Background: an optimization exercise with open tools, aiming at small area and a short achievable clock period. Do not read the settings as production practice. In this exercise RTL edits were held to simulation tests only and were not proved equivalent to the original. No activity file was given, so power comes from the tool's default toggle rates.

<file path="flow/flow/run.sh">
#!/bin/bash
# Own layout flow: the standard flow (standard.sh) with
#  - the standard synthesis, except that ABC maps with flow/abc.script
#    (registers are mapped before ABC runs, so they are unchanged) and,
#    when flow/arb_core.v exists, the combinational module ic_arb_core is
#    read from that gate netlist (made by gen/gen_core.py) instead of
#    being synthesised from rtl/ic.v,
#  - smaller port buffers,
#  - timing repair aimed at a setup slack margin below the clock period.
# make's full output is in standard_flow.log; ORFS's step logs are in orfs/logs/.
set -euo pipefail
source flow/params.sh
export MY_ABC_SCRIPT=$PWD/flow/abc.script
args=("BUFFER_PORTS_ARGS=-buffer_cell $PORT_BUF" "SETUP_SLACK_MARGIN=$MARGIN")
if [[ "${OWN_ABC:-1}" == 1 ]]; then args+=("SYNTH_SCRIPT=$PWD/flow/synth.tcl"); fi
if [[ -f flow/arb_core.v ]]; then
  export ARB_CORE_NETLIST=$PWD/flow/arb_core.v
  args+=("SYNTH_CANONICALIZE_TCL=$PWD/flow/subst.tcl")
fi
if [[ -n "${CTS_ARGS:-}" ]]; then args+=("CTS_ARGS=$CTS_ARGS"); fi
bash standard.sh "${args[@]}" finish > standard_flow.log 2>&1
</file>
<file path="flow/flow/params.sh">
PORT_BUF=sky130_fd_sc_hd__buf_1
MARGIN=0
</file>
<file path="flow/config.mk">
export PLATFORM = sky130hd
export DESIGN_NAME = interrupt_controller
export DESIGN_NICKNAME = interrupt_controller
export VERILOG_FILES = /design/flow/design.v
export SDC_FILE = /design/flow/constraint.sdc
export NUM_CORES = 8
export LEC_CHECK = 0
export ABC_AREA = 1
export CAP_MARGIN = 20
export CORE_MARGIN = 2
export CORE_UTILIZATION = 40
export CTS_BUF_LIST = sky130_fd_sc_hd__clkbuf_8
export SLEW_MARGIN = 20
</file>
<file path="flow/flow/abc.script">
&get -n
&st
&dch
&nf -R 1000
&put
</file>
<file path="flow/constraint.sdc">
create_clock -name core_clock -period 30.0 [get_ports {pclk_i}]
set_input_delay 6.0000 -clock core_clock [delete_from_list [all_inputs] [get_ports {pclk_i}]]
set_output_delay 6.0000 -clock core_clock [all_outputs]
set_load 0.01 [all_outputs]
</file>
<file path="flow/flow/subst.tcl">
# Replace the behavioural ic_arb_core by its gate netlist (gen/gen_core.py).
delete ic_arb_core
read_verilog $::env(ARB_CORE_NETLIST)
hierarchy -check -top $::env(DESIGN_NAME)
</file>
<file path="flow/standard.sh">
#!/bin/bash
# synth_recipe.tcl (not shown) runs the flow's synth.tcl, then flattens the netlist and writes it again
# the make line also repeats each setting of config.mk as NAME=value (left out here)
make -C /OpenROAD-flow-scripts/flow DESIGN_CONFIG=/design/flow/config.mk WORK_HOME=/design/flow/orfs CLKGATE_MAP_FILE= SYNTH_SCRIPT=/design/flow/synth_recipe.tcl "${@:-finish}"
</file>
<file path="flow/design.v">
module interrupt_controller(
	pclk_i,
	prst_i,
	penable_i,
	pready_o,
	pwrite_i,
	paddr_i,
	pwdata_i,
	prdata_o,
	interrupt_active_i,
	interrupt_valid_o,
	interrupt_to_be_serviced_o,
	interrupt_serviced_i);
	input pclk_i,prst_i,penable_i,pwrite_i;
	input [3:0] paddr_i,pwdata_i;
	output reg pready_o;
	output reg [3:0] prdata_o;
	input [15:0] interrupt_active_i;
	input interrupt_serviced_i;
	output reg interrupt_valid_o;
	output reg [3:0] interrupt_to_be_serviced_o;
	reg arb;
	integer i;
	genvar g;
	reg [15:0] pb3, pb2, npb1, npb0;
	wire [3:0] wdata = pwdata_i & {4{~prst_i}};
	wire wr = penable_i & pwrite_i;
	wire [15:0] sel;
	generate
		for (g = 0; g < 16; g = g + 1) begin : regs
			assign sel[g] = paddr_i == g;
			always @(posedge pclk_i)
				if (prst_i | (wr & sel[g])) begin
					pb3[g] <= wdata[3];
					pb2[g] <= wdata[2];
					npb1[g] <= ~wdata[1];
					npb0[g] <= ~wdata[0];
				end
		end
	endgenerate
	wire [3:0] rdata = {|(sel & pb3), |(sel & pb2), |(sel & ~npb1), |(sel & ~npb0)};
	always @(posedge pclk_i) begin
		pready_o <= penable_i & ~prst_i;
		if (prst_i | (penable_i & ~pwrite_i))
			prdata_o <= rdata & {4{~prst_i}};
	end
	wire [3:0] winner;
	ic_arb_core u_core(
		.req(interrupt_active_i),
		.pb3(pb3), .pb2(pb2), .npb1(npb1), .npb0(npb0),
		.win(winner));
	always @(posedge pclk_i) begin
		if (prst_i) begin
			arb <= 1'b0;
			interrupt_valid_o <= 1'b0;
			interrupt_to_be_serviced_o <= 4'd0;
		end else begin
			arb <= (|interrupt_active_i) &
			       ((~arb & ~interrupt_valid_o) | (interrupt_valid_o & interrupt_serviced_i));
			interrupt_valid_o <= arb | (interrupt_valid_o & ~interrupt_serviced_i);
			if (arb) interrupt_to_be_serviced_o <= winner;
			else if (interrupt_serviced_i) interrupt_to_be_serviced_o <= 4'd0;
		end
	end
endmodule
module ic_arb_core(req, pb3, pb2, npb1, npb0, win);
	input [15:0] req;
	input [15:0] pb3, pb2, npb1, npb0;
	output [3:0] win;
	genvar g;
	wire [15:0] pb1 = ~npb1;
	wire [15:0] pb0 = ~npb0;
	wire h3 = |(req & pb3);
	wire h2 = h3 ? |(req & pb3 & pb2) : |(req & pb2);
	wire [15:0] c1 = req & (pb3 | {16{~h3}}) & (pb2 | {16{~h2}});
	wire h1 = |(c1 & pb1);
	wire h0 = h1 ? |(c1 & pb1 & pb0) : |(c1 & pb0);
	wire [15:0] cw = c1 & (pb1 | {16{~h1}}) & (pb0 | {16{~h0}});
	wire [3:0] nz, lo_odd, lo_hi;
	generate
		for (g = 0; g < 4; g = g + 1) begin : quad
			wire [3:0] q = cw[4*g+3:4*g];
			assign nz[g] = |q;
			assign lo_hi[g] = ~q[0] & ~q[1];
			assign lo_odd[g] = ~q[0] & (q[1] | ~q[2]);
		end
	endgenerate
	wire [3:0] fq = {nz[3] & ~nz[2] & ~nz[1] & ~nz[0], nz[2] & ~nz[1] & ~nz[0],
	                 nz[1] & ~nz[0], nz[0]};
	assign win = {fq[3] | fq[2], fq[3] | fq[1], |(fq & lo_hi), |(fq & lo_odd)};
endmodule
</file>
<file path="flow/flow/arb_core.v">
// generated by gen/gen_core3.py: the arbiter
module ic_arb_core(req, pb3, pb2, npb1, npb0, win);
  input [15:0] req, pb3, pb2, npb1, npb0;
  output [3:0] win;
  wire [15:0] nc1, cw;
  wire s1h_x0;
  wire s1h_x1;
  wire s1h_x2;
  wire s1h_x3;
  wire s1h_x4;
  wire s1h_x5;
  wire s1h_x6;
  wire s1h_x7;
  wire s1h_y0;
  wire s1h_y1;
  wire nh3;
  wire s1a_z0;
  wire s1a_z1;
  wire s1a_z2;
  wire s1a_z3;
  wire s1a_z4;
  wire s1a_z5;
  wire s1a_z6;
  wire s1a_z7;
  wire s1a_z8;
  wire s1a_z9;
  wire s1a_z10;
  wire s1a_z11;
  wire s1a_z12;
  wire s1a_z13;
  wire s1a_z14;
  wire s1a_z15;
  wire s1a_w0;
  wire s1a_w1;
  wire s1a_w2;
  wire s1a_w3;
  wire nt2a;
  wire s1b_x0;
  wire s1b_x1;
  wire s1b_x2;
  wire s1b_x3;
  wire s1b_x4;
  wire s1b_x5;
  wire s1b_x6;
  wire s1b_x7;
  wire s1b_y0;
  wire s1b_y1;
  wire nt2b;
  wire nh2;
  wire s2h_x0;
  wire s2h_x1;
  wire s2h_x2;
  wire s2h_x3;
  wire s2h_x4;
  wire s2h_x5;
  wire s2h_x6;
  wire s2h_x7;
  wire s2h_y0;
  wire s2h_y1;
  wire h1;
  wire s2a_z0;
  wire s2a_z1;
  wire s2a_z2;
  wire s2a_z3;
  wire s2a_z4;
  wire s2a_z5;
  wire s2a_z6;
  wire s2a_z7;
  wire s2a_z8;
  wire s2a_z9;
  wire s2a_z10;
  wire s2a_z11;
  wire s2a_z12;
  wire s2a_z13;
  wire s2a_z14;
  wire s2a_z15;
  wire s2a_w0;
  wire s2a_w1;
  wire s2a_w2;
  wire s2a_w3;
  wire t0a;
  wire s2b_x0;
  wire s2b_x1;
  wire s2b_x2;
  wire s2b_x3;
  wire s2b_x4;
  wire s2b_x5;
  wire s2b_x6;
  wire s2b_x7;
  wire s2b_y0;
  wire s2b_y1;
  wire t0b;
  wire h0;
  wire pn0;
  wire pn1;
  wire pn2;
  wire pn3;
  wire pn4;
  wire pn5;
  wire pn6;
  wire pn7;
  wire nz0;
  wire nz1;
  wire nz2;
  wire nz3;
  wire z01;
  wire f1;
  wire f2;
  wire f3;
  wire e23;
  wire u0;
  wire u1;
  wire od0;
  wire od1;
  wire od2;
  wire od3;
  wire v0;
  wire v1;
  sky130_fd_sc_hd__a22oi_1 g1 (.A1(req[0]), .A2(pb3[0]), .B1(req[1]), .B2(pb3[1]), .Y(s1h_x0));
  sky130_fd_sc_hd__a22oi_1 g2 (.A1(req[2]), .A2(pb3[2]), .B1(req[3]), .B2(pb3[3]), .Y(s1h_x1));
  sky130_fd_sc_hd__a22oi_1 g3 (.A1(req[4]), .A2(pb3[4]), .B1(req[5]), .B2(pb3[5]), .Y(s1h_x2));
  sky130_fd_sc_hd__a22oi_1 g4 (.A1(req[6]), .A2(pb3[6]), .B1(req[7]), .B2(pb3[7]), .Y(s1h_x3));
  sky130_fd_sc_hd__a22oi_1 g5 (.A1(req[8]), .A2(pb3[8]), .B1(req[9]), .B2(pb3[9]), .Y(s1h_x4));
  sky130_fd_sc_hd__a22oi_1 g6 (.A1(req[10]), .A2(pb3[10]), .B1(req[11]), .B2(pb3[11]), .Y(s1h_x5));
  sky130_fd_sc_hd__a22oi_1 g7 (.A1(req[12]), .A2(pb3[12]), .B1(req[13]), .B2(pb3[13]), .Y(s1h_x6));
  sky130_fd_sc_hd__a22oi_1 g8 (.A1(req[14]), .A2(pb3[14]), .B1(req[15]), .B2(pb3[15]), .Y(s1h_x7));
  sky130_fd_sc_hd__nand4_1 g9 (.A(s1h_x0), .B(s1h_x1), .C(s1h_x2), .D(s1h_x3), .Y(s1h_y0));
  sky130_fd_sc_hd__nand4_1 g10 (.A(s1h_x4), .B(s1h_x5), .C(s1h_x6), .D(s1h_x7), .Y(s1h_y1));
  sky130_fd_sc_hd__nor2_4 g11 (.A(s1h_y0), .B(s1h_y1), .Y(nh3));
  sky130_fd_sc_hd__nand3_1 g12 (.A(req[0]), .B(pb3[0]), .C(pb2[0]), .Y(s1a_z0));
  sky130_fd_sc_hd__nand3_1 g13 (.A(req[1]), .B(pb3[1]), .C(pb2[1]), .Y(s1a_z1));
  sky130_fd_sc_hd__nand3_1 g14 (.A(req[2]), .B(pb3[2]), .C(pb2[2]), .Y(s1a_z2));
  sky130_fd_sc_hd__nand3_1 g15 (.A(req[3]), .B(pb3[3]), .C(pb2[3]), .Y(s1a_z3));
  sky130_fd_sc_hd__nand3_1 g16 (.A(req[4]), .B(pb3[4]), .C(pb2[4]), .Y(s1a_z4));
  sky130_fd_sc_hd__nand3_1 g17 (.A(req[5]), .B(pb3[5]), .C(pb2[5]), .Y(s1a_z5));
  sky130_fd_sc_hd__nand3_1 g18 (.A(req[6]), .B(pb3[6]), .C(pb2[6]), .Y(s1a_z6));
  sky130_fd_sc_hd__nand3_1 g19 (.A(req[7]), .B(pb3[7]), .C(pb2[7]), .Y(s1a_z7));
  sky130_fd_sc_hd__nand3_1 g20 (.A(req[8]), .B(pb3[8]), .C(pb2[8]), .Y(s1a_z8));
  sky130_fd_sc_hd__nand3_1 g21 (.A(req[9]), .B(pb3[9]), .C(pb2[9]), .Y(s1a_z9));
  sky130_fd_sc_hd__nand3_1 g22 (.A(req[10]), .B(pb3[10]), .C(pb2[10]), .Y(s1a_z10));
  sky130_fd_sc_hd__nand3_1 g23 (.A(req[11]), .B(pb3[11]), .C(pb2[11]), .Y(s1a_z11));
  sky130_fd_sc_hd__nand3_1 g24 (.A(req[12]), .B(pb3[12]), .C(pb2[12]), .Y(s1a_z12));
  sky130_fd_sc_hd__nand3_1 g25 (.A(req[13]), .B(pb3[13]), .C(pb2[13]), .Y(s1a_z13));
  sky130_fd_sc_hd__nand3_1 g26 (.A(req[14]), .B(pb3[14]), .C(pb2[14]), .Y(s1a_z14));
  sky130_fd_sc_hd__nand3_1 g27 (.A(req[15]), .B(pb3[15]), .C(pb2[15]), .Y(s1a_z15));
  sky130_fd_sc_hd__nand4_1 g28 (.A(s1a_z0), .B(s1a_z1), .C(s1a_z2), .D(s1a_z3), .Y(s1a_w0));
  sky130_fd_sc_hd__nand4_1 g29 (.A(s1a_z4), .B(s1a_z5), .C(s1a_z6), .D(s1a_z7), .Y(s1a_w1));
  sky130_fd_sc_hd__nand4_1 g30 (.A(s1a_z8), .B(s1a_z9), .C(s1a_z10), .D(s1a_z11), .Y(s1a_w2));
  sky130_fd_sc_hd__nand4_1 g31 (.A(s1a_z12), .B(s1a_z13), .C(s1a_z14), .D(s1a_z15), .Y(s1a_w3));
  sky130_fd_sc_hd__nor4_1 g32 (.A(s1a_w0), .B(s1a_w1), .C(s1a_w2), .D(s1a_w3), .Y(nt2a));
  sky130_fd_sc_hd__a22oi_1 g33 (.A1(req[0]), .A2(pb2[0]), .B1(req[1]), .B2(pb2[1]), .Y(s1b_x0));
  sky130_fd_sc_hd__a22oi_1 g34 (.A1(req[2]), .A2(pb2[2]), .B1(req[3]), .B2(pb2[3]), .Y(s1b_x1));
  sky130_fd_sc_hd__a22oi_1 g35 (.A1(req[4]), .A2(pb2[4]), .B1(req[5]), .B2(pb2[5]), .Y(s1b_x2));
  sky130_fd_sc_hd__a22oi_1 g36 (.A1(req[6]), .A2(pb2[6]), .B1(req[7]), .B2(pb2[7]), .Y(s1b_x3));
  sky130_fd_sc_hd__a22oi_1 g37 (.A1(req[8]), .A2(pb2[8]), .B1(req[9]), .B2(pb2[9]), .Y(s1b_x4));
  sky130_fd_sc_hd__a22oi_1 g38 (.A1(req[10]), .A2(pb2[10]), .B1(req[11]), .B2(pb2[11]), .Y(s1b_x5));
  sky130_fd_sc_hd__a22oi_1 g39 (.A1(req[12]), .A2(pb2[12]), .B1(req[13]), .B2(pb2[13]), .Y(s1b_x6));
  sky130_fd_sc_hd__a22oi_1 g40 (.A1(req[14]), .A2(pb2[14]), .B1(req[15]), .B2(pb2[15]), .Y(s1b_x7));
  sky130_fd_sc_hd__nand4_1 g41 (.A(s1b_x0), .B(s1b_x1), .C(s1b_x2), .D(s1b_x3), .Y(s1b_y0));
  sky130_fd_sc_hd__nand4_1 g42 (.A(s1b_x4), .B(s1b_x5), .C(s1b_x6), .D(s1b_x7), .Y(s1b_y1));
  sky130_fd_sc_hd__nor2_1 g43 (.A(s1b_y0), .B(s1b_y1), .Y(nt2b));
  sky130_fd_sc_hd__mux2_4 g44 (.A0(nt2a), .A1(nt2b), .S(nh3), .X(nh2));
  sky130_fd_sc_hd__o221ai_1 g45 (.A1(pb3[0]), .A2(nh3), .B1(pb2[0]), .B2(nh2), .C1(req[0]), .Y(nc1[0]));
  sky130_fd_sc_hd__o221ai_1 g46 (.A1(pb3[1]), .A2(nh3), .B1(pb2[1]), .B2(nh2), .C1(req[1]), .Y(nc1[1]));
  sky130_fd_sc_hd__o221ai_1 g47 (.A1(pb3[2]), .A2(nh3), .B1(pb2[2]), .B2(nh2), .C1(req[2]), .Y(nc1[2]));
  sky130_fd_sc_hd__o221ai_1 g48 (.A1(pb3[3]), .A2(nh3), .B1(pb2[3]), .B2(nh2), .C1(req[3]), .Y(nc1[3]));
  sky130_fd_sc_hd__o221ai_1 g49 (.A1(pb3[4]), .A2(nh3), .B1(pb2[4]), .B2(nh2), .C1(req[4]), .Y(nc1[4]));
  sky130_fd_sc_hd__o221ai_1 g50 (.A1(pb3[5]), .A2(nh3), .B1(pb2[5]), .B2(nh2), .C1(req[5]), .Y(nc1[5]));
  sky130_fd_sc_hd__o221ai_1 g51 (.A1(pb3[6]), .A2(nh3), .B1(pb2[6]), .B2(nh2), .C1(req[6]), .Y(nc1[6]));
  sky130_fd_sc_hd__o221ai_1 g52 (.A1(pb3[7]), .A2(nh3), .B1(pb2[7]), .B2(nh2), .C1(req[7]), .Y(nc1[7]));
  sky130_fd_sc_hd__o221ai_1 g53 (.A1(pb3[8]), .A2(nh3), .B1(pb2[8]), .B2(nh2), .C1(req[8]), .Y(nc1[8]));
  sky130_fd_sc_hd__o221ai_1 g54 (.A1(pb3[9]), .A2(nh3), .B1(pb2[9]), .B2(nh2), .C1(req[9]), .Y(nc1[9]));
  sky130_fd_sc_hd__o221ai_1 g55 (.A1(pb3[10]), .A2(nh3), .B1(pb2[10]), .B2(nh2), .C1(req[10]), .Y(nc1[10]));
  sky130_fd_sc_hd__o221ai_1 g56 (.A1(pb3[11]), .A2(nh3), .B1(pb2[11]), .B2(nh2), .C1(req[11]), .Y(nc1[11]));
  sky130_fd_sc_hd__o221ai_1 g57 (.A1(pb3[12]), .A2(nh3), .B1(pb2[12]), .B2(nh2), .C1(req[12]), .Y(nc1[12]));
  sky130_fd_sc_hd__o221ai_1 g58 (.A1(pb3[13]), .A2(nh3), .B1(pb2[13]), .B2(nh2), .C1(req[13]), .Y(nc1[13]));
  sky130_fd_sc_hd__o221ai_1 g59 (.A1(pb3[14]), .A2(nh3), .B1(pb2[14]), .B2(nh2), .C1(req[14]), .Y(nc1[14]));
  sky130_fd_sc_hd__o221ai_1 g60 (.A1(pb3[15]), .A2(nh3), .B1(pb2[15]), .B2(nh2), .C1(req[15]), .Y(nc1[15]));
  sky130_fd_sc_hd__o22ai_1 g61 (.A1(nc1[0]), .A2(npb1[0]), .B1(nc1[1]), .B2(npb1[1]), .Y(s2h_x0));
  sky130_fd_sc_hd__o22ai_1 g62 (.A1(nc1[2]), .A2(npb1[2]), .B1(nc1[3]), .B2(npb1[3]), .Y(s2h_x1));
  sky130_fd_sc_hd__o22ai_1 g63 (.A1(nc1[4]), .A2(npb1[4]), .B1(nc1[5]), .B2(npb1[5]), .Y(s2h_x2));
  sky130_fd_sc_hd__o22ai_1 g64 (.A1(nc1[6]), .A2(npb1[6]), .B1(nc1[7]), .B2(npb1[7]), .Y(s2h_x3));
  sky130_fd_sc_hd__o22ai_1 g65 (.A1(nc1[8]), .A2(npb1[8]), .B1(nc1[9]), .B2(npb1[9]), .Y(s2h_x4));
  sky130_fd_sc_hd__o22ai_1 g66 (.A1(nc1[10]), .A2(npb1[10]), .B1(nc1[11]), .B2(npb1[11]), .Y(s2h_x5));
  sky130_fd_sc_hd__o22ai_1 g67 (.A1(nc1[12]), .A2(npb1[12]), .B1(nc1[13]), .B2(npb1[13]), .Y(s2h_x6));
  sky130_fd_sc_hd__o22ai_1 g68 (.A1(nc1[14]), .A2(npb1[14]), .B1(nc1[15]), .B2(npb1[15]), .Y(s2h_x7));
  sky130_fd_sc_hd__nor4_1 g69 (.A(s2h_x0), .B(s2h_x1), .C(s2h_x2), .D(s2h_x3), .Y(s2h_y0));
  sky130_fd_sc_hd__nor4_1 g70 (.A(s2h_x4), .B(s2h_x5), .C(s2h_x6), .D(s2h_x7), .Y(s2h_y1));
  sky130_fd_sc_hd__nand2_4 g71 (.A(s2h_y0), .B(s2h_y1), .Y(h1));
  sky130_fd_sc_hd__nor3_1 g72 (.A(nc1[0]), .B(npb1[0]), .C(npb0[0]), .Y(s2a_z0));
  sky130_fd_sc_hd__nor3_1 g73 (.A(nc1[1]), .B(npb1[1]), .C(npb0[1]), .Y(s2a_z1));
  sky130_fd_sc_hd__nor3_1 g74 (.A(nc1[2]), .B(npb1[2]), .C(npb0[2]), .Y(s2a_z2));
  sky130_fd_sc_hd__nor3_1 g75 (.A(nc1[3]), .B(npb1[3]), .C(npb0[3]), .Y(s2a_z3));
  sky130_fd_sc_hd__nor3_1 g76 (.A(nc1[4]), .B(npb1[4]), .C(npb0[4]), .Y(s2a_z4));
  sky130_fd_sc_hd__nor3_1 g77 (.A(nc1[5]), .B(npb1[5]), .C(npb0[5]), .Y(s2a_z5));
  sky130_fd_sc_hd__nor3_1 g78 (.A(nc1[6]), .B(npb1[6]), .C(npb0[6]), .Y(s2a_z6));
  sky130_fd_sc_hd__nor3_1 g79 (.A(nc1[7]), .B(npb1[7]), .C(npb0[7]), .Y(s2a_z7));
  sky130_fd_sc_hd__nor3_1 g80 (.A(nc1[8]), .B(npb1[8]), .C(npb0[8]), .Y(s2a_z8));
  sky130_fd_sc_hd__nor3_1 g81 (.A(nc1[9]), .B(npb1[9]), .C(npb0[9]), .Y(s2a_z9));
  sky130_fd_sc_hd__nor3_1 g82 (.A(nc1[10]), .B(npb1[10]), .C(npb0[10]), .Y(s2a_z10));
  sky130_fd_sc_hd__nor3_1 g83 (.A(nc1[11]), .B(npb1[11]), .C(npb0[11]), .Y(s2a_z11));
  sky130_fd_sc_hd__nor3_1 g84 (.A(nc1[12]), .B(npb1[12]), .C(npb0[12]), .Y(s2a_z12));
  sky130_fd_sc_hd__nor3_1 g85 (.A(nc1[13]), .B(npb1[13]), .C(npb0[13]), .Y(s2a_z13));
  sky130_fd_sc_hd__nor3_1 g86 (.A(nc1[14]), .B(npb1[14]), .C(npb0[14]), .Y(s2a_z14));
  sky130_fd_sc_hd__nor3_1 g87 (.A(nc1[15]), .B(npb1[15]), .C(npb0[15]), .Y(s2a_z15));
  sky130_fd_sc_hd__nor4_1 g88 (.A(s2a_z0), .B(s2a_z1), .C(s2a_z2), .D(s2a_z3), .Y(s2a_w0));
  sky130_fd_sc_hd__nor4_1 g89 (.A(s2a_z4), .B(s2a_z5), .C(s2a_z6), .D(s2a_z7), .Y(s2a_w1));
  sky130_fd_sc_hd__nor4_1 g90 (.A(s2a_z8), .B(s2a_z9), .C(s2a_z10), .D(s2a_z11), .Y(s2a_w2));
  sky130_fd_sc_hd__nor4_1 g91 (.A(s2a_z12), .B(s2a_z13), .C(s2a_z14), .D(s2a_z15), .Y(s2a_w3));
  sky130_fd_sc_hd__nand4_1 g92 (.A(s2a_w0), .B(s2a_w1), .C(s2a_w2), .D(s2a_w3), .Y(t0a));
  sky130_fd_sc_hd__o22ai_1 g93 (.A1(nc1[0]), .A2(npb0[0]), .B1(nc1[1]), .B2(npb0[1]), .Y(s2b_x0));
  sky130_fd_sc_hd__o22ai_1 g94 (.A1(nc1[2]), .A2(npb0[2]), .B1(nc1[3]), .B2(npb0[3]), .Y(s2b_x1));
  sky130_fd_sc_hd__o22ai_1 g95 (.A1(nc1[4]), .A2(npb0[4]), .B1(nc1[5]), .B2(npb0[5]), .Y(s2b_x2));
  sky130_fd_sc_hd__o22ai_1 g96 (.A1(nc1[6]), .A2(npb0[6]), .B1(nc1[7]), .B2(npb0[7]), .Y(s2b_x3));
  sky130_fd_sc_hd__o22ai_1 g97 (.A1(nc1[8]), .A2(npb0[8]), .B1(nc1[9]), .B2(npb0[9]), .Y(s2b_x4));
  sky130_fd_sc_hd__o22ai_1 g98 (.A1(nc1[10]), .A2(npb0[10]), .B1(nc1[11]), .B2(npb0[11]), .Y(s2b_x5));
  sky130_fd_sc_hd__o22ai_1 g99 (.A1(nc1[12]), .A2(npb0[12]), .B1(nc1[13]), .B2(npb0[13]), .Y(s2b_x6));
  sky130_fd_sc_hd__o22ai_1 g100 (.A1(nc1[14]), .A2(npb0[14]), .B1(nc1[15]), .B2(npb0[15]), .Y(s2b_x7));
  sky130_fd_sc_hd__nor4_1 g101 (.A(s2b_x0), .B(s2b_x1), .C(s2b_x2), .D(s2b_x3), .Y(s2b_y0));
  sky130_fd_sc_hd__nor4_1 g102 (.A(s2b_x4), .B(s2b_x5), .C(s2b_x6), .D(s2b_x7), .Y(s2b_y1));
  sky130_fd_sc_hd__nand2_1 g103 (.A(s2b_y0), .B(s2b_y1), .Y(t0b));
  sky130_fd_sc_hd__mux2_4 g104 (.A0(t0b), .A1(t0a), .S(h1), .X(h0));
  sky130_fd_sc_hd__a221oi_1 g105 (.A1(npb1[0]), .A2(h1), .B1(npb0[0]), .B2(h0), .C1(nc1[0]), .Y(cw[0]));
  sky130_fd_sc_hd__a221oi_1 g106 (.A1(npb1[1]), .A2(h1), .B1(npb0[1]), .B2(h0), .C1(nc1[1]), .Y(cw[1]));
  sky130_fd_sc_hd__a221oi_1 g107 (.A1(npb1[2]), .A2(h1), .B1(npb0[2]), .B2(h0), .C1(nc1[2]), .Y(cw[2]));
  sky130_fd_sc_hd__a221oi_1 g108 (.A1(npb1[3]), .A2(h1), .B1(npb0[3]), .B2(h0), .C1(nc1[3]), .Y(cw[3]));
  sky130_fd_sc_hd__a221oi_1 g109 (.A1(npb1[4]), .A2(h1), .B1(npb0[4]), .B2(h0), .C1(nc1[4]), .Y(cw[4]));
  sky130_fd_sc_hd__a221oi_1 g110 (.A1(npb1[5]), .A2(h1), .B1(npb0[5]), .B2(h0), .C1(nc1[5]), .Y(cw[5]));
  sky130_fd_sc_hd__a221oi_1 g111 (.A1(npb1[6]), .A2(h1), .B1(npb0[6]), .B2(h0), .C1(nc1[6]), .Y(cw[6]));
  sky130_fd_sc_hd__a221oi_1 g112 (.A1(npb1[7]), .A2(h1), .B1(npb0[7]), .B2(h0), .C1(nc1[7]), .Y(cw[7]));
  sky130_fd_sc_hd__a221oi_1 g113 (.A1(npb1[8]), .A2(h1), .B1(npb0[8]), .B2(h0), .C1(nc1[8]), .Y(cw[8]));
  sky130_fd_sc_hd__a221oi_1 g114 (.A1(npb1[9]), .A2(h1), .B1(npb0[9]), .B2(h0), .C1(nc1[9]), .Y(cw[9]));
  sky130_fd_sc_hd__a221oi_1 g115 (.A1(npb1[10]), .A2(h1), .B1(npb0[10]), .B2(h0), .C1(nc1[10]), .Y(cw[10]));
  sky130_fd_sc_hd__a221oi_1 g116 (.A1(npb1[11]), .A2(h1), .B1(npb0[11]), .B2(h0), .C1(nc1[11]), .Y(cw[11]));
  sky130_fd_sc_hd__a221oi_1 g117 (.A1(npb1[12]), .A2(h1), .B1(npb0[12]), .B2(h0), .C1(nc1[12]), .Y(cw[12]));
  sky130_fd_sc_hd__a221oi_1 g118 (.A1(npb1[13]), .A2(h1), .B1(npb0[13]), .B2(h0), .C1(nc1[13]), .Y(cw[13]));
  sky130_fd_sc_hd__a221oi_1 g119 (.A1(npb1[14]), .A2(h1), .B1(npb0[14]), .B2(h0), .C1(nc1[14]), .Y(cw[14]));
  sky130_fd_sc_hd__a221oi_1 g120 (.A1(npb1[15]), .A2(h1), .B1(npb0[15]), .B2(h0), .C1(nc1[15]), .Y(cw[15]));
  sky130_fd_sc_hd__nor2_1 g121 (.A(cw[0]), .B(cw[1]), .Y(pn0));
  sky130_fd_sc_hd__nor2_1 g122 (.A(cw[2]), .B(cw[3]), .Y(pn1));
  sky130_fd_sc_hd__nor2_1 g123 (.A(cw[4]), .B(cw[5]), .Y(pn2));
  sky130_fd_sc_hd__nor2_1 g124 (.A(cw[6]), .B(cw[7]), .Y(pn3));
  sky130_fd_sc_hd__nor2_1 g125 (.A(cw[8]), .B(cw[9]), .Y(pn4));
  sky130_fd_sc_hd__nor2_1 g126 (.A(cw[10]), .B(cw[11]), .Y(pn5));
  sky130_fd_sc_hd__nor2_1 g127 (.A(cw[12]), .B(cw[13]), .Y(pn6));
  sky130_fd_sc_hd__nor2_1 g128 (.A(cw[14]), .B(cw[15]), .Y(pn7));
  sky130_fd_sc_hd__nand2_1 g129 (.A(pn0), .B(pn1), .Y(nz0));
  sky130_fd_sc_hd__nand2_1 g130 (.A(pn2), .B(pn3), .Y(nz1));
  sky130_fd_sc_hd__nand2_1 g131 (.A(pn4), .B(pn5), .Y(nz2));
  sky130_fd_sc_hd__nand2_1 g132 (.A(pn6), .B(pn7), .Y(nz3));
  sky130_fd_sc_hd__nor2_1 g133 (.A(nz0), .B(nz1), .Y(z01));
  sky130_fd_sc_hd__nor2b_1 g134 (.A(nz0), .B_N(nz1), .Y(f1));
  sky130_fd_sc_hd__and2_1 g135 (.A(z01), .B(nz2), .X(f2));
  sky130_fd_sc_hd__and3b_1 g136 (.A_N(nz2), .B(z01), .C(nz3), .X(f3));
  sky130_fd_sc_hd__o21a_1 g137 (.A1(nz2), .A2(nz3), .B1(z01), .X(win[3]));
  sky130_fd_sc_hd__and2b_1 g138 (.A_N(nz2), .B(nz3), .X(e23));
  sky130_fd_sc_hd__o21ba_1 g139 (.A1(nz1), .A2(e23), .B1_N(nz0), .X(win[2]));
  sky130_fd_sc_hd__a22oi_1 g140 (.A1(nz0), .A2(pn0), .B1(f1), .B2(pn2), .Y(u0));
  sky130_fd_sc_hd__a22oi_1 g141 (.A1(f2), .A2(pn4), .B1(f3), .B2(pn6), .Y(u1));
  sky130_fd_sc_hd__nand2_1 g142 (.A(u0), .B(u1), .Y(win[1]));
  sky130_fd_sc_hd__mux2i_1 g143 (.A0(cw[0]), .A1(cw[2]), .S(pn0), .Y(od0));
  sky130_fd_sc_hd__mux2i_1 g144 (.A0(cw[4]), .A1(cw[6]), .S(pn2), .Y(od1));
  sky130_fd_sc_hd__mux2i_1 g145 (.A0(cw[8]), .A1(cw[10]), .S(pn4), .Y(od2));
  sky130_fd_sc_hd__mux2i_1 g146 (.A0(cw[12]), .A1(cw[14]), .S(pn6), .Y(od3));
  sky130_fd_sc_hd__a22oi_1 g147 (.A1(nz0), .A2(od0), .B1(f1), .B2(od1), .Y(v0));
  sky130_fd_sc_hd__a22oi_1 g148 (.A1(f2), .A2(od2), .B1(f3), .B2(od3), .Y(v1));
  sky130_fd_sc_hd__nand2_1 g149 (.A(v0), .B(v1), .Y(win[0]));
endmodule
</file>
<file path="flow/flow/synth.tcl">
# synth_recipe.tcl (the standard synthesis), with ABC's script replaced by
# flow/abc.script when MY_ABC_SCRIPT names it.
proc synth {args} { yosys synth -nofsm -noshare {*}$args }
proc abc {args} {
  set i [lsearch -exact $args -script]
  if { $i >= 0 && [info exists ::env(MY_ABC_SCRIPT)] } {
    lset args [expr {$i + 1}] $::env(MY_ABC_SCRIPT)
  }
  puts "abc wrapper: $args"
  yosys abc {*}$args
}
source $::env(SCRIPTS_DIR)/synth.tcl
# left out here: clear keep_hierarchy, flatten, clean up, hide names made inside functions, write 1_2_yosys.v
</file>
==> results of run 1 <==
-- per-stage QoR --
step                      util, %  instances  power (uW)
after floorplan                 -        353         164
after global placement       44.2        525         181
after detailed placement     44.2        525         181
after CTS                    46.3        541         264
after global routing         46.4        541         275
final                        46.4        541         264
-- routing by layer --
metal,vias up,GRT usage [%],part of all wire [%]
met4,0,8.59,2.5
met2,241,32.6,44
li1,1621,-,-
met3,24,4.66,9.9
met5,-,0,0
met1,1770,31.1,43
-- cell families (layout without fill, tap and decap cells) --
logic type | count (synthesis) | in the layout
AO/OA/AOI/OAI | 128 | 128
flip-flops | 75 | 75
multiplexers | 6 | 6
AND/OR/NAND/NOR | 142 | 142
buffers and inverters | 2 | 57
-- power by group --
group | internal (uW) | switching [uW]
Clock | 45.7 | 37.0
Sequential | 125 | 9.97
Combinational | 16.5 | 29.9
Total | 187 | 76.9
-- synthesized netlist by cell type (2+ instances only) --
master / n
nor2_1: 29
dfxtp_1: 7
a21o_1: 17
nor4_1: 18
a221oi_1: 20
nand2b_1: 6
nand4_1: 10
o221ai_1: 16
clkinv_1: 2
nand3_1: 22
nor3_1: 22
mux2i_1: 4
mux2_4: 2
and4_1: 3
o22ai_1: 32
a31oi_1: 2
nor2b_1: 8
a21oi_1: 2
a22o_1: 4
a22oi_1: 32
edfxtp_1: 68
nand2_1: 18
-- cell type report --
cell class | instances | area (um^2) | share of cell area (%)
multi-input cells | 276 | 1780 | 39.6
repair buffers | 39 | 150 | 3.34
inverters | 2 | 7.51 | 0.167
clock inverters | 7 | 82.6 | 1.84
flip-flops and latches | 75 | 2180 | 48.6
clock buffers | 9 | 124 | 2.76
well taps | 133 | 166 | 3.70
-- final timing paths --
kind	cells after the start	slack, ns	from	to
setup reg to reg	18	24.65	pb3[0]$_DFFE_PP_	interrupt_to_be_serviced_o[0]$_SDFFE_PP0P_
hold reg to reg	2	0.50	interrupt_valid_o$_SDFF_PP0_	arb$_SDFF_PP0_
hold / removal	2	0.50	interrupt_valid_o$_SDFF_PP0_	arb$_SDFF_PP0_
setup / recovery	19	19.37	interrupt_active_i[0]	interrupt_to_be_serviced_o[0]$_SDFFE_PP0P_
-- worst register-to-register path, delay by kind of cell, from the launching register on --
family             cells  cell delay (ns)
AOI/OAI and AO/OA      6             1.55
muxes                  2             0.89
and+or+nand+nor       10             2.33
DFF                    1             0.46
-- flip-flops by register name, summed over array words and instances (netlist names) --
| register | flops |
|---|---|
| arb | 1 |
| interrupt_to_be_serviced_o | 4 |
| interrupt_valid_o | 1 |
| npb0 | 16 |
| npb1 | 16 |
| pb2 | 16 |
| pb3 | 16 |
| prdata_o | 4 |
| pready_o | 1 |
==> flow_summary.yaml, run 1 <==
setup_path:
  path_max_fanout: 17
  start_kind: "primary input"
  worst-path-buf-inv: 1
  max_stage_delay_ns: 0.66
  cp_data_required_time_ns: 30.24
  worstPathCellList: "buf_1 -> a22oi_1 -> nand4_1 -> nor2_4 -> mux2_4 -> o221ai_1 -> o22ai_1 -> nor4_1 -> nand2_4 -> mux2_4 -> a221oi_1 -> nor2_1 -> nand2_1 -> nor2_1 -> and2_1 -> a22oi_1 -> nand2_1 -> a22oi_1 -> nor2_1"
  arrival_ns: 10.88
  cpMaxStageDelayCell: "nor4_1"
  crit_path_end_kind: "flip-flop"
  crit_type: "in -> reg"
  path_delay_family: "simple AND/OR/NAND/NOR gates"
clocking:
  cts_made_buffers: 9
  clkLatencyLatePin_ns: 0.36
  clockRootBuffer: "clkbuf_8"
  cts.clk_slew.worst_paths_ns: 0.08
  cts_resized: 0
  holdBufCountCts: 0
  post_cts_buffers: 0
  htree_levels: 3
  cts_tree: "done"
  cts_sinks: 75
  cts_max_path_buffers: 2
timing:
  hold_slack_ns: 0.496
  slew_headroom_pct: 27.0
  rsz0062_at_grt: "false"
  setup_ws_ns: 19.37
  fin_skew_ns: 0.0112
  setup_tns_ns: 0
  min_period_ns: 10.63
  slew_viol_final: 0
  max_freq_mhz: 94.1
  timing.final.crit_share_pct: 35.4
  setup_viol: 0
  worst_pin_slew_ns: 1.09
  hold_viol_final: 0
drt:
  wirelength_mm: 11.7
  avgRoutedWirePerCell_um: 21.5
  drc_errors: 0
  dr.pass1.iters: 6
  drt_iter0_drc: 496
  drtAntennaViolNets: 0
  viasPerCell: 6.76
  vias: 3656
floorplan:
  die-area_um2: 10700
  die_w_um: 104
  start_util_pct: 40.9
  core_um2: 9680
  die_h_um: 104
  num_io_pins: 39
  fp-row-count: 36
layout:
  finalNetCount: 432
  fillers: 894
  final_cell_area_um2: 4490
  synthToLayoutAreaGrowth_pct: 13.3
  insertedDiodeCount: 0
  layout_common_cells: "edfxtp_1 (68), buf_1 (38), a22oi_1 (32), o22ai_1 (32), nor2_1 (29)"
  drive_gt1_share_pct: 4.66
  layout_commonest_cell: "edfxtp_1"
job:
  max_cap_viol_count: 0
synth:
  async_flop_share_pct: 0
  synthesis.nets: 382
  yosys_warnings: 1
  synth-main-ff-cell: "edfxtp_1"
  synth_edf_count: 68
  synth-simple-area-share_pct: 18.6
  ys_seq_area_share_pct: 55.1
  synth_compound_area_share_pct: 24.4
  yosys.area_share.xor_xnor_pct: 0
  syn_area_per_cell_um2: 11.2
  synth_cells: 353
  synth.ff_latch_count: 75
  synth_mux_area_share_pct: 1.77
  synthAdderAreaFrac_pct: 0
  yosysTopAreaCell: "edfxtp_1"
  ys_types: 31
  synth_top_family_by_area: "compound AO/OA/AOI/OAI gates"
  synth_top_area_share_pct: 51.5
  ys_top_cells_by_area: "edfxtp_1 (52%), a22oi_1 (6.1%), o22ai_1 (5.1%), a221oi_1 (4.4%), dfxtp_1 (3.5%)"
  syn_area_um2: 3960
pwr:
  p_per_area_nw_per_um2: 58.7
  ir_worst_vdd_mv: 0.0276
  p_leak_uw: 0.00146
placed_design:
  place_ws_ns: 19.22
  placed_area_um2: 4280
  port_buffers: 38
  hpwl_mm: 8.49
  gp_congestion: 0.939
grt:
  grt_usage_pct: 21.8
  grt_max_degree: 33
  grt_overflow: 0
  grt_pass1_vias: 3286
  grt_antenna_before_repair: 0
  grt_pass1_wl_mm: 18.2
run_status:
  status: "complete, no violations"
min_path:
  worst_hold_path_type: "reg -> reg"
==> run 2: changes to the inputs <==
==> flow/flow/params.sh (replaced) <==
PORT_BUF=sky130_fd_sc_hd__buf_1
MARGIN=20.3
==> flow_summary.yaml, run 2 <==
layout:
  finalNetCount: 447
  final_cell_area_um2: 5180
  fillers: 849
  layout_commonest_cell: "edfxtp_1"
  drive_gt1_share_pct: 21.7
  fin_cells: 556
  synthToLayoutAreaGrowth_pct: 30.8
  insertedDiodeCount: 0
  layout_common_cells: "edfxtp_1 (68), buf_1 (32), a22oi_1 (28), o22ai_1 (28), nor2_1 (25)"
setup_path:
  start_kind: "primary input"
  path_delay_family: "compound AO/OA/AOI/OAI gates"
  crit_type: "in -> reg"
  cpMaxStageDelayCell: "mux2_4"
  r2r_cells: 18
  cp.depth: 19
  worstPathCellList: "clkbuf_2 -> a22oi_2 -> nand4_1 -> nor2_4 -> mux2_4 -> buf_4 -> o221ai_4 -> o22ai_2 -> nor4_4 -> nand2_4 -> mux2_4 -> buf_4 -> a221oi_1 -> nor2_2 -> mux2i_1 -> a22oi_1 -> nand2_1 -> a22oi_2 -> nor2_1"
  arrival_ns: 9.86
  cp_data_required_time_ns: 30.23
  max_stage_delay_ns: 0.42
  path_max_fanout: 8
  worst-path-buf-inv: 3
  crit_path_end_kind: "flip-flop"
timing:
  worst_pin_slew_ns: 0.948
  hold_viol_final: 0
  setup_tns_ns: 0
  setup_viol: 0
  timing.final.crit_share_pct: 32.1
  fin_skew_ns: 0.00675
  slew_viol_final: 0
  max_freq_mhz: 104
  rsz0062_at_grt: "true"
  min_period_ns: 9.62
  slew_headroom_pct: 36.8
synth:
  async_flop_share_pct: 0
  yosysMostFrequentCell: "edfxtp_1"
  ys_types: 31
  synth-main-ff-cell: "edfxtp_1"
  synth_top_area_share_pct: 51.5
  synth_cells: 353
  synthTopCellsByCount: "edfxtp_1 (68), a22oi_1 (32), o22ai_1 (32)"
  yosysTopAreaCell: "edfxtp_1"
  synth.ff_latch_count: 75
  synthesis.nets: 382
  yosys_warnings: 1
  syn_area_um2: 3960
  synth_edf_count: 68
  ys_top_cells_by_area: "edfxtp_1 (52%), a22oi_1 (6.1%), o22ai_1 (5.1%), a221oi_1 (4.4%), dfxtp_1 (3.5%)"
  ys_seq_area_share_pct: 55.1
  syn_area_per_cell_um2: 11.2
floorplan:
  fp-row-count: 36
  core_um2: 9680
  die_h_um: 104
  num_io_pins: 39
  start_util_pct: 40.9
  die-area_um2: 10700
  die_w_um: 104
drt:
  drc_errors: 0
  drtAntennaViolNets: 0
  drt_iter0_drc: 449
  avgRoutedWirePerCell_um: 23.7
  dr.pass1.iters: 5
  wirelength_mm: 13.2
  vias: 3802
  viasPerCell: 6.84
placed_design:
  placed_area_um2: 4300
  place.detailed.instances: 525
  gp_congestion: 0.926
  hpwl_mm: 9.15
  port_buffers: 38
min_path:
  worst_hold_path_type: "reg -> reg"
  worstHoldPathCells: 2
clocking:
  cts.clk_slew.worst_paths_ns: 0.07
  cts_max_path_buffers: 2
  cts_tree: "done"
  clkLatencyLatePin_ns: 0.36
  cts_sinks: 75
  htree_levels: 3
  cts_made_buffers: 9
  clockRootBuffer: "clkbuf_8"
  holdBufCountCts: 0
grt:
  grt_usage_pct: 23.9
  grt_pass1_vias: 3506
  grt_antenna_before_repair: 0
  grt_pass1_wl_mm: 19.6
  grt_max_degree: 33
  grt_overflow: 0
pwr:
  ir_worst_vdd_mv: 0.0278
  power.total_uw: 296
  p_leak_uw: 0.00169
  p_per_area_nw_per_um2: 57.0
run_status:
  status: "complete, no violations"
job:
  max_cap_viol_count: 0
==> run 2: cell counts after synthesis <==
No cell type changed its count.
==> run 2: kinds of logic (layout without fill, tap and decap cells) <==
logic type,count (synthesis),count (layout),synth area share (%)
and+or+nand+nor,142,142,18.6
DFF,75,75,55.1
AOI/OAI and AO/OA,128,128,24.4
muxes,6,8,1.77
buffers and inverters,2,70,0.189
==> run 2: power by group <==
group          internal, uW  switching [uW]  total (uW)
sequential              125            14.1         139
combinational          24.9            40.2        65.1
clock                  55.0            36.9        91.9
total                   205            91.2         296
==> run 2: area by class of cell <==
class | instances | area, um^2 | share of cell area, %
clock inverters | 7 | 116 | 2.24
inverters | 2 | 7.51 | 0.145
repair buffers | 52 | 255 | 4.92
clock buffers | 9 | 124 | 2.39
multi-input cells | 278 | 2330 | 45.0
flip-flops and latches | 75 | 2180 | 42.1
well taps | 133 | 166 | 3.21
==> run 2: worst paths after layout <==
| check | startpoint | to | slack, ns |
|---|---|---|---|
| worst max-delay path | interrupt_active_i[4] | interrupt_to_be_serviced_o[0]$_SDFFE_PP0P_ | 20.38 |
| worst min-delay path | interrupt_valid_o$_SDFF_PP0_ | arb$_SDFF_PP0_ | 0.50 |
| worst max register to register | pb3[0]$_DFFE_PP_ | interrupt_to_be_serviced_o[0]$_SDFFE_PP0P_ | 25.66 |
| worst min register to register | interrupt_valid_o$_SDFF_PP0_ | arb$_SDFF_PP0_ | 0.50 |
==> run 2: repair_timing <==
item,4_1_cts,5_1_grt
gates cloned,1,1
buffers inserted,2,11
pin swaps,4,21
gates resized for setup,22,55
endpoints found under the setup margin,4,3
==> run 2: routing by layer <==
layer  vias up  track usage, %  share of wire (%)  wire, um
met2       238            36.4                 45      5910
met5         -               0                  0         0
met1      1853            33.2                 42      5570
met3        45            5.16                8.3      1090
met4         0            9.85                4.6       600
li1       1666               -                  -         -
==> run 2: worst reg2reg max path: cells and delay by family (launching register included) <==
family          cells  cell delay (ns)
simple gates        7             1.09
flops               1             0.49
buf+inv             2             0.35
mux                 3             0.97
compound gates      6             1.33
==> run 2: stage by stage <==
step	hold WS, ns	worst slack [ns]	util [%]
after floorplan	0.498	20.34	-
after global placement	0.485	19.41	44.3
after detailed placement	0.495	19.30	44.4
after CTS	0.508	20.33	48.6
after global routing	0.536	20.25	53.5
final	0.500	20.38	53.5

afterwards: timing with drivers on the ports:
In the flow no input, the clock included, has a driving cell. The finished layouts below were timed again as built, in two steps.
Step 1 sets driving cells, clkbuf_16 on the clock port and buf_2 on the other inputs (assumed; they add their load-dependent delay and slew).
Step 2 adds t to the input delays and takes it off the output delays; t is the mean of the earliest and latest rising clock arrival at the registers after step 1. Input paths then give back, and output paths get back, about the clock's delay inside the block.
Slacks: ideal / step 1 / step 2; pairs: ideal / step 1.
| run | shift t [ns] | slack for setup (ns) | worst register clock-pin slew, ns | pins driven straight from the clock port |
|---|---|---|---|---|
| run 1 | 0.392 | 19.368 / 19.368 / 18.977 | 0.08 / 0.08 | 1 |
| run 2 | 0.387 | 20.377 / 20.389 / 20.003 | 0.08 / 0.08 | 1 |
After both steps setup and hold are still met in every run listed. The setup slack of run 1, which loses most, moves by 0.000 ns with the drivers and by -0.391 ns with both steps.
